From an optimization exercise on the open Yosys and OpenROAD flow, aimed at small area, a short achievable clock period and few clock cycles; shortcuts taken in it are not production practice. The RTL was checked by simulation tests, not by an equivalence proof against the original design.

<file path="design.v">
module fifo_fwft_sync #(
    parameter int DATA_W = 16,          
    parameter int DEPTH  = 16           
)(
    input  logic               clk,
    input  logic               rst_n,       
    input  logic               wr_en,
    input  logic [DATA_W-1:0] wr_data,
    output logic               full,
    input  logic               rd_en,
    output logic [DATA_W-1:0] rd_data,
    output logic               empty
);
    logic [DATA_W-1:0] mem [0:DEPTH-1];
    logic [$clog2(DEPTH)-1:0] wr_ptr, rd_ptr;
    logic [$clog2(DEPTH):0]   fifo_count;   
    assign empty = (fifo_count == 0);
    assign full  = (fifo_count == DEPTH);
    assign rd_data = mem[rd_ptr];
    always_ff @(posedge clk or negedge rst_n) begin
        if (!rst_n) begin
            wr_ptr     <= '0;
        end else if (wr_en && !full) begin
            wr_ptr      <= wr_ptr + 1;
        end
    end
    always_ff @(posedge clk) begin
        if (wr_en && !full) begin
            mem[wr_ptr] <= wr_data;
        end
    end
    always_ff @(posedge clk or negedge rst_n) begin
        if (!rst_n) begin
            rd_ptr     <= '0;
            fifo_count <= '0;
        end else begin
            case ({wr_en && !full, rd_en && !empty})
                2'b10: fifo_count <= fifo_count + 1;  
                2'b01: fifo_count <= fifo_count - 1;  
                default: fifo_count <= fifo_count;    
            endcase
            if (rd_en && !empty)
                rd_ptr <= rd_ptr + 1;
        end
    end
endmodule
module skid_buffer
#(
    parameter DATA_W = 8
)
(
    input clk,
    input rstn,
    input valid_i,
    output ready_o,
    input logic[DATA_W-1:0] data_i,
    output  valid_o,
    input   ready_i,
    output logic[DATA_W-1:0] data_o
);
logic full;
logic [DATA_W-1:0] data_reg;
logic [DATA_W-1:0] main_reg;
logic main_valid;
assign ready_o = ~full;
assign valid_o = main_valid;
assign data_o = main_reg;
always_ff @(posedge clk or negedge rstn) begin
    if(~rstn) begin
        full <= 1'b0;
        main_valid <= 1'b0;
    end else begin
        if(valid_i & ready_o & ~ready_i) begin
            full <= 1'b1;
        end else if (ready_i) begin
            full <= 1'b0;
            main_valid <= full ? 1'b1 : valid_i;
        end
    end
end
always_ff @(posedge clk) begin
    if(valid_i & ready_o & ~ready_i) begin
        data_reg <= data_i;
    end else if (ready_i) begin
        main_reg <= full ? data_reg : data_i;
    end
end
endmodule
module decoder
#(
    parameter int VALUE_W = 16,
    parameter int INDEX_W = 16,
    parameter int DECODER_FIFO_DEPTH = 16
)
(
    input mac_clk,
    input mac_rst,
    input sram_valid_i,
    output sram_ready_o,
    input [1+VALUE_W+INDEX_W-1:0] sram_data_i,
    output  decoder_valid_o,
    input   decoder_ready_i,
    output [1+VALUE_W+INDEX_W-1:0] decoder_data_o
);
localparam int DATA_W = 1 + VALUE_W + INDEX_W;
logic decoder_fifo_wren;
logic decoder_fifo_rden;
logic [DATA_W-1:0] decoder_fifo_rdata;
logic decoder_fifo_full;
logic decoder_fifo_empty;
logic[INDEX_W-1:0] current_index;
logic current_index_valid;
logic current_done;
logic[VALUE_W-1:0] current_value;
logic output_buffer_ready;
logic [INDEX_W-1:0] fifo_skip;
logic [VALUE_W-1:0] fifo_value;
logic fifo_done;
assign {fifo_done, fifo_value, fifo_skip} = decoder_fifo_rdata;
assign decoder_fifo_wren = sram_valid_i & sram_ready_o;
assign decoder_fifo_rden = ~decoder_fifo_empty & ~(current_index_valid);
fifo_fwft_sync
#(
    .DATA_W(DATA_W),
    .DEPTH(DECODER_FIFO_DEPTH)
)
inp_buffer
    (
        .clk (mac_clk),
        .rst_n (mac_rst),
        .wr_en(decoder_fifo_wren),
        .wr_data(sram_data_i),
        .full(decoder_fifo_full),
        .rd_en(decoder_fifo_rden),
        .rd_data(decoder_fifo_rdata),
        .empty(decoder_fifo_empty)
    );
always_ff @(posedge mac_clk or negedge mac_rst) begin
    if(~mac_rst) begin
        current_index <= '1;
        current_index_valid <= 1'b0;
    end else begin
        if(decoder_fifo_rden) begin
            current_index_valid <= 1'b1;
            current_index <= current_index + fifo_skip + 1;
        end else if (current_index_valid & output_buffer_ready) begin
            current_index_valid <= 1'b0;
        end
    end
end
always_ff @(posedge mac_clk) begin
    if (decoder_fifo_rden) begin
        current_value <= fifo_value;
        current_done <= fifo_done;
    end
end
skid_buffer
#(
    .DATA_W(DATA_W)
)
out_buffer
    (
        .clk (mac_clk),
        .rstn (mac_rst),
        .valid_i(current_index_valid),
        .ready_o(output_buffer_ready),
        .data_i({current_done, current_value, current_index}),
        .valid_o(decoder_valid_o),
        .ready_i(decoder_ready_i),
        .data_o(decoder_data_o)
    );
assign sram_ready_o = ~decoder_fifo_full;
endmodule
module comparator
#(
    parameter int NUM_DECODERS = 2,
    parameter int VALUE_W = 16,
    parameter int INDEX_W = 16
)
(
    input mac_clk,
    input mac_rst,
    input[NUM_DECODERS-1:0] decoder_valid_i,
    output logic [NUM_DECODERS-1:0] decoder_ready_o,
    input [NUM_DECODERS*(1+VALUE_W+INDEX_W)-1:0] decoder_data_i,
    output logic mac_valid_o,
    output logic mac_finish_o,
    output logic [NUM_DECODERS*VALUE_W-1:0] mac_data_o
);
localparam int DATA_W = 1 + VALUE_W + INDEX_W;
localparam logic [2:0] READ_BOTH_DEC = 3'd0,
                       COMPARE       = 3'd1,
                       RD_LEFT_DEC   = 3'd2,
                       RD_RIGHT_DEC  = 3'd3,
                       MATCH         = 3'd4,
                       DONE          = 3'd5;
logic [2:0] curr_state, next_state;
logic[NUM_DECODERS-1:0] decoder_accept;
logic [DATA_W-1:0] decoder_data0, decoder_data1;
assign decoder_accept[0] = decoder_ready_o[0] & decoder_valid_i[0];
assign decoder_accept[1] = decoder_ready_o[1] & decoder_valid_i[1];
logic [INDEX_W-1:0] index0, index1;
logic [VALUE_W-1:0] value0, value1;
logic done0, done1;
assign {done0, value0, index0} = decoder_data0;
assign {done1, value1, index1} = decoder_data1;
logic idx_gt, idx_lt, idx_eq;
assign idx_gt = (index0 > index1);
assign idx_lt = (index0 < index1);
assign idx_eq = (index0 == index1);
always_ff @(posedge mac_clk or negedge mac_rst) begin
    if(~mac_rst) begin
        curr_state <= READ_BOTH_DEC;
    end else begin
        curr_state <= next_state;
    end
end
always_ff @(posedge mac_clk) begin
    if (decoder_accept[0]) begin
        decoder_data0 <= decoder_data_i[0*DATA_W +: DATA_W];
    end
    if (decoder_accept[1]) begin
        decoder_data1 <= decoder_data_i[1*DATA_W +: DATA_W];
    end
end
always_comb begin
  next_state = curr_state;
  decoder_ready_o = '0;
  mac_valid_o = 1'b0;
  mac_data_o = '0;
  mac_finish_o = 1'b0;
  case (curr_state)
    READ_BOTH_DEC: begin
        decoder_ready_o = '1;
        if(&decoder_accept) begin
            next_state = COMPARE;
        end else if(decoder_accept[0]) begin
            next_state = RD_RIGHT_DEC;
        end else if(decoder_accept[1]) begin
            next_state = RD_LEFT_DEC;
        end
    end
    RD_RIGHT_DEC: begin
      decoder_ready_o[1] = 1'b1;
      if(decoder_accept[1]) begin
        next_state = COMPARE;
      end
    end
    RD_LEFT_DEC: begin
      decoder_ready_o[0] = 1'b1;
      if(decoder_accept[0]) begin
        next_state = COMPARE;
      end
    end
    COMPARE: begin
      if (done0 || done1) begin
        next_state = DONE;
      end else begin
        case ({idx_gt, idx_lt, idx_eq})
            3'b100:  next_state = RD_RIGHT_DEC;  
            3'b010:  next_state = RD_LEFT_DEC;   
            3'b001:  next_state = MATCH;         
            default: next_state = COMPARE;
        endcase
      end
    end
    MATCH: begin
      mac_valid_o = 1'b1;
      mac_data_o = {value1, value0};
      next_state = READ_BOTH_DEC;
    end
    DONE: begin
      mac_finish_o = 1'b1;
    end
    default: begin
      next_state = curr_state;
    end
  endcase
end
endmodule
module multiply_and_accum
#(
    parameter int NUM_DECODERS = 2,
    parameter int VALUE_W = 16,
    parameter int ACCUM_W = 32
)
(
    input mac_clk,
    input mac_rst,
    input comparator_valid_i,
    input comparator_done_i,
    input [NUM_DECODERS*VALUE_W-1:0] comparator_data_i,
    output mac_valid_o,
    output [ACCUM_W-1:0] mac_data_o
);
logic[2*VALUE_W-1:0] multiply_value;
logic multiply_valid;
always_ff @(posedge mac_clk or negedge mac_rst) begin
    if(~mac_rst) begin
        multiply_valid <= 1'b0;
    end else begin
        if(comparator_valid_i) begin
            multiply_valid <= comparator_valid_i;
        end else begin
            multiply_valid <= 1'b0;
        end
    end
end
always_ff @(posedge mac_clk) begin
    if (comparator_valid_i) begin
        multiply_value <= comparator_data_i[VALUE_W +: VALUE_W] * comparator_data_i[0 +: VALUE_W];
    end
end
logic[2*2*VALUE_W-1:0] accum_value;
always_ff @(posedge mac_clk or negedge mac_rst) begin
    if(~mac_rst) begin
        accum_value <= '0;  
    end else begin
        if(multiply_valid) begin
            accum_value <= accum_value + multiply_value;
        end
    end
end
assign mac_valid_o = comparator_done_i;
assign mac_data_o = accum_value[ACCUM_W-1:0];
endmodule
module sparse_mac_top
#(
    parameter int NUM_DECODERS = 2,
    parameter int VALUE_W = 16,
    parameter int INDEX_W = 16,
    parameter int DECODER_FIFO_DEPTH = 16,
    parameter int ACCUM_W = 32
)
(
    input mac_clk,
    input mac_rst,
    input [NUM_DECODERS-1:0] sram_valid_i,
    output [NUM_DECODERS-1:0] sram_ready_o,
    input [NUM_DECODERS*(1+VALUE_W+INDEX_W)-1:0] sram_data_i,
    output mac_valid_o,
    output [ACCUM_W-1:0] mac_data_o
);
localparam int DATA_W = 1 + VALUE_W + INDEX_W;
logic [NUM_DECODERS-1:0] decoder_valid;
logic [NUM_DECODERS-1:0] decoder_ready;
logic [NUM_DECODERS*DATA_W-1:0] decoder_data;
genvar i;
generate
    for (i = 0; i < NUM_DECODERS; i++) begin : decoder_gen
        decoder #(
            .VALUE_W(VALUE_W),
            .INDEX_W(INDEX_W),
            .DECODER_FIFO_DEPTH(DECODER_FIFO_DEPTH)
        ) decoder_inst (
            .mac_clk(mac_clk),
            .mac_rst(mac_rst),
            .sram_valid_i(sram_valid_i[i]),
            .sram_ready_o(sram_ready_o[i]),
            .sram_data_i(sram_data_i[i*DATA_W +: DATA_W]),
            .decoder_valid_o(decoder_valid[i]),
            .decoder_ready_i(decoder_ready[i]),
            .decoder_data_o(decoder_data[i*DATA_W +: DATA_W])
        );
    end
endgenerate
logic comparator_valid;
logic comparator_done;
logic [NUM_DECODERS*VALUE_W-1:0] comparator_data;
  comparator #(
    .NUM_DECODERS(NUM_DECODERS),
    .VALUE_W(VALUE_W),
    .INDEX_W(INDEX_W)
  )
  u_comparator (
    .mac_clk(mac_clk),
    .mac_rst(mac_rst),
    .decoder_valid_i(decoder_valid),
    .decoder_ready_o(decoder_ready),
    .decoder_data_i (decoder_data),
    .mac_valid_o(comparator_valid),
    .mac_finish_o(comparator_done),
    .mac_data_o (comparator_data)
  );
  multiply_and_accum #(
    .NUM_DECODERS(NUM_DECODERS),
    .VALUE_W(VALUE_W),
    .ACCUM_W(ACCUM_W)
  )
  u_mac
  (
    .mac_clk(mac_clk),
    .mac_rst(mac_rst),
    .comparator_valid_i(comparator_valid),
    .comparator_done_i(comparator_done),
    .comparator_data_i (comparator_data),
    .mac_valid_o(mac_valid_o),
    .mac_data_o(mac_data_o)
  );
endmodule
</file>
<file path="run.sh">
#!/bin/bash
# synth_recipe.tcl (not shown) runs the flow's synth.tcl, then flattens the netlist and writes it again
# the make line also repeats each setting of config.mk as NAME=value (left out here)
make -C /OpenROAD-flow-scripts/flow DESIGN_CONFIG=/design/flow/config.mk WORK_HOME=/design/flow/orfs CLKGATE_MAP_FILE= SYNTH_SCRIPT=/design/flow/synth_recipe.tcl finish
</file>
<file path="config.mk">
export PLATFORM = sky130hd
export DESIGN_NAME = sparse_mac_top
export DESIGN_NICKNAME = sparse_mac_top
export VERILOG_FILES = /design/flow/design.v
export SDC_FILE = /design/flow/constraint.sdc
export NUM_CORES = 4
export LEC_CHECK = 0
export CAP_MARGIN = 20
export CORE_MARGIN = 2
export CORE_UTILIZATION = 40
export SLEW_MARGIN = 20
</file>
<file path="constraint.sdc">
create_clock -name core_clock -period 7.0 [get_ports {mac_clk}]
set_input_delay 1.4000 -clock core_clock [delete_from_list [all_inputs] [get_ports {mac_clk}]]
set_output_delay 1.4000 -clock core_clock [all_outputs]
set_load 0.01 [all_outputs]
</file>
==> metrics.cfg, run 1 <==
[status]
status = complete, no violations

[clock_network]
path_clk_slew_ns = 0.06
insertion_delay_ns = 0.79
cts_hold_repair.buffers = 0
cts_num_sinks = 1420
clockBufferDepth = 3
post-cts-setup-buffers = 0
cts.root.buffer_cell = clkbuf_16
h-tree-depth = 4
cts_tree = done
numCtsBuffers = 150

[timing]
min_period_over_period_pct = 95.13
worst_pin_slew_ns = 1.023
slew_headroom_pct = 31.62
setup_violations = 0
slew_violations = 0
fin_crit_ns = 6.659
rsz0062_at_grt = false
finalHoldViolCount = 0
fmax_mhz = 150.2
final.setup.tns_ns = 0
skew_ns = 0.04605

[global_route]
grt_pass1_wl_um = 211300
antenna_found_initial = 7
grt_max_degree = 57
grt_pass1_vias = 33680
globalRouteTotalUtil_pct = 17.11
grt.overflow.total = 0

[detailed_routing]
drtAntennaViolNets = 0
viasPerCell = 5.256
route.detailed.drc = 0
postRouteWirelength_um = 138700
dr.pass1.iters = 5
drtIter0Drc = 2755
via_count = 32490
routedWlPerCell_um = 22.43

[floorplan]
die_y_um = 406.0
ios = 105
die_w_um = 406.0
die_area_mm2 = 0.1649
start_util_pct = 40.27
rows = 147
core_area_mm2 = 0.1606

[worst_setup_path]
startpoint_type = register
cp_max_fo = 35
r2r.worst_path.cells = 24
arrival_ns = 7.18
reg2reg_to = u_mac.multiply_value[30]$_DFFE_PN_
r2r_setup_slack_ns = 0.34
worstSetupPathType = register to register
critPathRequiredTime_ns = 7.52
crit_start = u_comparator.curr_state[0]$_DFFE_PN0P_
crit_end = u_mac.multiply_value[30]$_DFFE_PN_
endpoint_kind = register
r2r-start = u_comparator.curr_state[0]$_DFFE_PN0P_

[synthesis]
ys_ff_latch = 1420
syn_area_mm2 = 0.06466
syn-num-nets = 4179
synthCells = 3710
yosysWarnings = 5
synthFlopType = edfxtp_1
synth_compound_area_share_pct = 3.001
synthAdderAreaFrac_pct = 10.03
synth_top_family_by_area = multiplexers
synth.distinct_cells = 80
ys_async_sr_fraction_pct = 7.042
synth-edff-count = 1320
synth.area.mux_share_pct = 13.05
syn_avg_cell_area_um2 = 17.43
synth_xor_area_share_pct = 1.328
synth_simple_gate_area_share_pct = 4.571
yosysSeqAreaShare_pct = 65.24

[worst_hold_path]
hp-class = register to register

[final_layout]
post-route-util_pct = 45.92
final_cell_mix = edfxtp_1 (1,320), mux4_2 (330), inv_1 (293), nand2_1 (236), ha_1 (200)
nets = 4369
num-fill-cells = 13500
largest_register_ffs = 1056
area_delta_synth_final_pct = 14.04
postLayoutCellArea_mm2 = 0.07373
final_layout_size_suffix_gt1_share_pct = 20.51
mostFrequentLayoutCell = edfxtp_1

[job]
max_cap_violations = 0

[placed_design]
place_area_mm2 = 0.06877
place_congestion = 0.8748
post-dp-hpwl_um = 86020
io_buffers = 104

==> cells by family after synthesis <==
family / after synthesis
DFF: 1420
and+or+nand+nor: 613
buffers and inverters: 463
muxes: 420
adders and majority gates: 399
AOI/OAI and AO/OA: 297
xor gates and xnor gates: 98
==> stage by stage <==
stage | instances | hold WS [ns] | setup WS [ns]
floorplan | 3710 | 0.4003 | 0.1580
global route | 6180 | 0.4188 | 0.003326
global placement | 5907 | 0.4009 | 0.2832
CTS | 6178 | 0.4177 | 0.1710
finish | 6181 | 0.4148 | 0.3407
detailed placement | 5908 | 0.4045 | 0.1888
==> layout make-up <==
cell class / instances / area [um2] / share of cell area, %
timing repair buffer: 207 / 1852 / 2.512
clock inverter: 67 / 915.9 / 1.242
clock buffer: 203 / 4013 / 5.442
multi-input combinational: 1827 / 20940 / 28.40
antenna: 3 / 7.507 / 0.01018
tap: 2160 / 2703 / 3.665
sequential: 1420 / 42200 / 57.23
inverter: 294 / 1104 / 1.497
==> critical path, stage by stage, from the launching register on <==
cell	delay [ns]
dfrtp_1	0.39
nor3b_2	0.21
buf_4	0.31
and2_1	0.29
nand2_1	0.10
fa_1	0.49
fa_1	0.58
fa_1	0.45
fa_1	0.54
inv_1	0.05
fa_1	0.47
inv_1	0.05
fa_1	0.47
inv_1	0.04
ha_1	0.28
buf_4	0.15
a21o_1	0.17
a21oi_1	0.19
nor2_1	0.07
a21oi_1	0.22
a211oi_2	0.13
nor3_1	0.29
o22ai_1	0.19
mux2i_1	0.18
nand3_1	0.08
==> synthesized netlist by cell type (6+ instances only) <==
master / count / area (um2)
nand4_1: 17 / 106.4
dfstp_2: 32 / 840.8
and3_1: 123 / 769.5
o21bai_1: 9 / 67.56
mux2_2: 85 / 957.2
a21oi_1: 79 / 395.4
dfrtp_1: 68 / 1702
xor2_1: 29 / 254.0
nor3_1: 30 / 150.1
buf_2: 27 / 135.1
fa_1: 199 / 3984
o21a_1: 18 / 135.1
ha_1: 200 / 2502
o31ai_1: 7 / 52.55
and2_1: 27 / 168.9
buf_1: 20 / 75.07
nand2b_1: 18 / 112.6
o21ai_0: 63 / 315.3
nand3_1: 38 / 190.2
o21ai_1: 14 / 70.07
a31oi_1: 6 / 37.54
xnor2_1: 69 / 604.3
edfxtp_1: 1320 / 39640
inv_1: 293 / 1100
nor3b_1: 6 / 45.04
mux4_2: 330 / 7432
nor2_1: 88 / 330.3
a21o_1: 45 / 337.8
nor2b_1: 13 / 81.33
clkbuf_1: 117 / 439.2
nand2_1: 236 / 885.9
a211oi_1: 13 / 97.59
==> per-layer routing <==
metal  track usage (%)  part of all wire [%]  vias up
met4             5.152                   2.5        6
li1                  -                     -    14520
met5                 0                 0.025        -
met2             27.25                    48      869
met3             3.187                   5.3      216
met1             23.96                    44    16880
==> repair_timing <==
item,CTS,global route
resized for setup,0,9
endpoints found under the setup margin,0,4
endpoints found under the hold margin,0,0
==> how the worst min path moves through the flow <==
stage / from / endpoint / depth (start not counted)
floorplan: decoder_gen[0].decoder_inst.out_buffer.main_reg[0]$_DFFE_PP_ / u_comparator.decoder_data0[0]$_DFFE_PP_ / 0
global placement: register / u_comparator.decoder_data0[21]$_DFFE_PP_ / 0
detailed placement: register / u_comparator.decoder_data0[12]$_DFFE_PP_ / 0
CTS: register / u_comparator.decoder_data0[14]$_DFFE_PP_ / 0
global route: register / u_comparator.decoder_data1[30]$_DFFE_PP_ / 0
finish: decoder_gen[1].decoder_inst.out_buffer.main_reg[1]$_DFFE_PP_ / u_comparator.decoder_data1[1]$_DFFE_PP_ / 0
Testbench counts, summed over its fixed seeds: cycles 19,971.
==> run 2: changes to the inputs <==
==> design.v (replaced) <==
module sparse_mac_top
#(
    parameter int NUM_DECODERS = 2,
    parameter int VALUE_W = 16,
    parameter int INDEX_W = 16,
    parameter int DECODER_FIFO_DEPTH = 16,
    parameter int ACCUM_W = 32
)
(
    input mac_clk,
    input mac_rst,
    input [NUM_DECODERS-1:0] sram_valid_i,
    output [NUM_DECODERS-1:0] sram_ready_o,
    input [NUM_DECODERS*(1+VALUE_W+INDEX_W)-1:0] sram_data_i,
    output mac_valid_o,
    output [ACCUM_W-1:0] mac_data_o
);
localparam int DATA_W = 1 + VALUE_W + INDEX_W;
logic [INDEX_W-1:0] skip0, skip1;
logic [VALUE_W-1:0] val0, val1;
logic in_done0, in_done1;
assign {in_done0, val0, skip0} = sram_data_i[0 +: DATA_W];
assign {in_done1, val1, skip1} = sram_data_i[DATA_W +: DATA_W];
logic hv0, hv1;               
logic hd0, hd1;               
logic [VALUE_W-1:0] hval0, hval1;
logic [INDEX_W:0] diff;       
logic [ACCUM_W-1:0] acc;
logic fin, both, d_zero, d_neg, pop0, pop1, match, take0, take1;
assign fin    = (hv0 & hd0) | (hv1 & hd1);
assign both   = hv0 & hv1 & ~fin;
assign d_zero = (diff == '0);
assign d_neg  = diff[INDEX_W];
assign pop0   = both & ~d_neg;
assign pop1   = both & (d_neg | d_zero);
assign match  = both & d_zero;
assign sram_ready_o[0] = ~fin & (~hv0 | pop0);
assign sram_ready_o[1] = ~fin & (~hv1 | pop1);
assign take0 = sram_valid_i[0] & sram_ready_o[0];
assign take1 = sram_valid_i[1] & sram_ready_o[1];
logic [INDEX_W:0] add1, add0;
assign add1 = take1 ? {1'b0, skip1} : '0;
assign add0 = take0 ? ~{1'b0, skip0} : '0;    
always_ff @(posedge mac_clk or negedge mac_rst) begin
    if (~mac_rst) begin
        hv0  <= 1'b0;
        hv1  <= 1'b0;
        diff <= '0;
        acc  <= '0;
    end else begin
        hv0  <= take0 | (hv0 & ~pop0);
        hv1  <= take1 | (hv1 & ~pop1);
        diff <= diff + add1 + add0 + {{INDEX_W{1'b0}}, take1};
        if (match) acc <= acc + hval0 * hval1;
    end
end
always_ff @(posedge mac_clk) begin
    if (take0) begin
        hval0 <= val0;
        hd0   <= in_done0;
    end
    if (take1) begin
        hval1 <= val1;
        hd1   <= in_done1;
    end
end
assign mac_valid_o = fin;
assign mac_data_o  = acc;
endmodule
==> metrics.cfg, run 2 <==
[status]
status = complete, no violations

[timing]
rsz0062_at_grt = false
slew_headroom_pct = 27.39
setup_violations = 0
skew_ns = 0.01247
fin_crit_ns = 6.459
fmax_mhz = 154.8
finalHoldViolCount = 0
min_period_over_period_pct = 92.28
final.setup.tns_ns = 0
worst_pin_slew_ns = 1.088
worst_slack_ns = 0.5406
slew_violations = 0

[final_layout]
area_delta_synth_final_pct = 13.22
final_layout_size_suffix_gt1_share_pct = 2.722
mostFrequentLayoutCell = inv_1
final_cell_mix = inv_1 (340), fa_1 (242), nand2_1 (185), and2_1 (139), ha_1 (115)
num-fill-cells = 3182
largest_register_ffs = 32
seqCellArea_mm2 = 0.002297
largest_register = acc
n_antenna_cell = 0
multi_input_area_mm2 = 0.009599
nets = 1928

[clock_network]
cts.root.buffer_cell = clkbuf_16
numCtsBuffers = 9
cts-resized-gates = 0
path_clk_slew_ns = 0.07
insertion_delay_ns = 0.36
cts_hold_repair.buffers = 0
clockBufferDepth = 2
h-tree-depth = 3
cts_num_sinks = 85
cts_tree = done
post-cts-setup-buffers = 0

[detailed_routing]
via_count = 9426
postRouteWirelength_um = 32810
routedWlPerCell_um = 16.84
met2_wirelength_um = 15370
top_layer = met4
wl_met1_um = 15330
dr.pass1.iters = 5
viasPerCell = 4.839
drtAntennaViolNets = 0
route.detailed.drc = 0
wl_met3_um = 1594
drtIter0Drc = 493

[floorplan]
die_area_mm2 = 0.03494
core_area_mm2 = 0.03270
die_w_um = 186.9
rows = 66
start_util_pct = 40.92
ios = 105
die_y_um = 186.9

[worst_setup_path]
crit_start = hval1[1]$_DFFE_PP_
cp_max_fo = 16
arrival_ns = 6.67
path_common_cell = fa_1
startpoint_type = register
crit_slowest_cell = edfxtp_1
slowest_delay_ns = 0.79
worstSetupPathType = register to register
path_cells = nand2_1 > fa_1 > fa_1 > inv_1 > fa_1 > fa_1 > fa_1 > inv_1 > fa_1 > inv_1 > ha_1 > a21oi_1 > o22ai_1 > o21ai_0 > nand2b_1 > a21oi_2 > o21ai_1 > a211oi_1 > xor2_1 > o21ai_0
r2r-start = hval1[1]$_DFFE_PP_
cp.buffers_inverters = 3
critical-path-top-delay-family = adder cells
endpoint_kind = register
critPathRequiredTime_ns = 7.21

[placed_design]
post-dp-hpwl_um = 26960
io_buffers = 104
post-place-ws_ns = 0.6185
place_congestion = 0.8868

[synthesis]
syn-num-nets = 1852
synth_xor_area_share_pct = 3.141
synth_top_family_by_area = adder cells
synthFlopType = dfrtp_1
syn_area_mm2 = 0.01338
synth_simple_gate_area_share_pct = 15.15
syn_avg_cell_area_um2 = 9.391
ys_async_sr_fraction_pct = 60.00
synth_top_cell_area_share_pct = 36.20
yosysSeqAreaShare_pct = 17.17
synth.area.mux_share_pct = 0.3366
yosysWarnings = 1
netlist_top_cells_count = inv_1 (340), fa_1 (242), nand2_1 (185), and2_1 (139), ha_1 (115)
synth_compound_area_share_pct = 6.068
ys_ff_latch = 85
synthAdderAreaFrac_pct = 46.95
synthCells = 1425
synth.distinct_cells = 62
yosysTopAreaCell = fa_1
yosysMostFrequentCell = inv_1
synth_area_leaders = fa_1 (36%), ha_1 (11%), dfrtp_1 (9.5%), inv_1 (9.5%), edfxtp_1 (7.6%)
synth-edff-count = 34

[worst_hold_path]
hp-class = register to register
min-delay-start = acc[25]$_DFFE_PN0P_

[global_route]
globalRouteTotalUtil_pct = 20.16
grt_pass1_wl_um = 55670
grt.overflow.total = 0
grt_max_degree = 61
antenna_found_initial = 0
grt_pass1_vias = 10380

[job]
max_cap_violations = 0

run 2: cell types whose count changed after synthesis, sizes merged, moves of 38 or more:
| cell | before | now |
|---|---|---|
| buf | 51 | 7 |
| xnor2 | 69 | 31 |
| nor2 | 88 | 27 |
| edfxtp | 1320 | 34 |
| inv | 293 | 340 |
| and2 | 29 | 140 |
| mux4 | 330 | 0 |
| nand2 | 236 | 186 |
| fa | 199 | 242 |
| and3 | 124 | 4 |
| ha | 200 | 115 |
| a21oi | 81 | 38 |
| mux2 | 85 | 4 |
| clkbuf | 118 | 42 |
run 2: layout make-up:
cell class | instances | area share, %
clock buffers | 10 | 1.577
multi-input cells | 951 | 63.35
clock inverters | 6 | 0.5037
well taps | 442 | 3.650
flip-flops and latches | 85 | 15.16
repair buffers | 114 | 7.333
inverters | 340 | 8.423
run 2: stage by stage:
step / utilization [%] / cell area, um2 / std cells / hold WS, ns
6_report: 46.33 / 15150 / 1948 / 0.5167
5_1_grt: 46.33 / 15150 / 1948 / 0.5562
4_1_cts: 46.33 / 15150 / 1948 / 0.5268
3_5_place_dp: 45.37 / 14840 / 1932 / 0.5111
3_3_place_gp: 45.37 / 14840 / 1932 / 0.4964
2_1_floorplan: - / 13380 / 1425 / 0.5172
run 2: per-layer routing:
| metal | vias up | track usage, % |
|---|---|---|
| met3 | 30 | 2.871 |
| met1 | 4719 | 28.24 |
| met2 | 242 | 33.09 |
| li1 | 4435 | - |
| met4 | 0 | 4.915 |
| met5 | - | 0 |
run 2: final timing paths:
path / slack (ns) / to / cells past startpoint
setup reg to reg: 0.54 / acc[30]$_DFFE_PN0P_ / 20
min in group asynchronous: 1.18 / acc[1]$_DFFE_PN0P_ / 2
hold reg to reg: 0.52 / acc[25]$_DFFE_PN0P_ / 2
max in group asynchronous: 5.30 / acc[28]$_DFFE_PN0P_ / 2
hold / removal: 0.52 / acc[25]$_DFFE_PN0P_ / 2
setup / recovery: 0.54 / acc[30]$_DFFE_PN0P_ / 20
run 2: worst reg2reg max path, stage by stage, from the launching register on:
cell and delay, ns:
edfxtp_1 0.79, nand2_1 0.18, fa_1 0.56, fa_1 0.55, inv_1 0.05, fa_1 0.50, fa_1 0.52, fa_1 0.53
inv_1 0.06, fa_1 0.48, inv_1 0.05, ha_1 0.39, a21oi_1 0.30, o22ai_1 0.14, o21ai_0 0.16, nand2b_1 0.09
a21oi_2 0.20, o21ai_1 0.19, a211oi_1 0.29, xor2_1 0.19, o21ai_0 0.09
run 2: logic make-up (layout without fill, tap and decap cells):
group / count (synthesis) / in the layout
AND/OR/NAND/NOR: 408 / 408
buffers and inverters: 389 / 470
adder cells (fa/ha/maj): 357 / 357
AO/OA/AOI/OAI: 134 / 134
flip-flops: 85 / 85
XOR/XNOR: 48 / 48
multiplexers: 4 / 4
Testbench counts of run 2, summed over its fixed seeds: cycles 7,395.

re-timing with driven ports:
How much do the figures lean on ideal ports? The routed layouts below were timed once more, with nothing changed but the port constraints.
Step 1 sets driving cells, clkbuf_16 on the clock port and buf_2 on the other inputs (assumed; they add their load-dependent delay and slew).
Step 2, shift: input delay + t, output delay - t, t = (earliest + latest rising clock arrival at the registers) / 2. This alone moves slack from input paths to output paths.
a / b / c = no drivers / after step 1 / after step 2; a / b = the first two.
| run | t (ns) | setup slack, ns | worst setup path after step 2 | clock arrival spread, ns |
|---|---|---|---|---|
| run 1 | 0.855 | 0.341 / 0.341 / 0.341 | register to register | 0.062 / 0.061 |
| run 2 | 0.403 | 0.541 / 0.541 / 0.541 | register to register | 0.012 / 0.013 |
After both steps setup and hold are still met in every run listed.
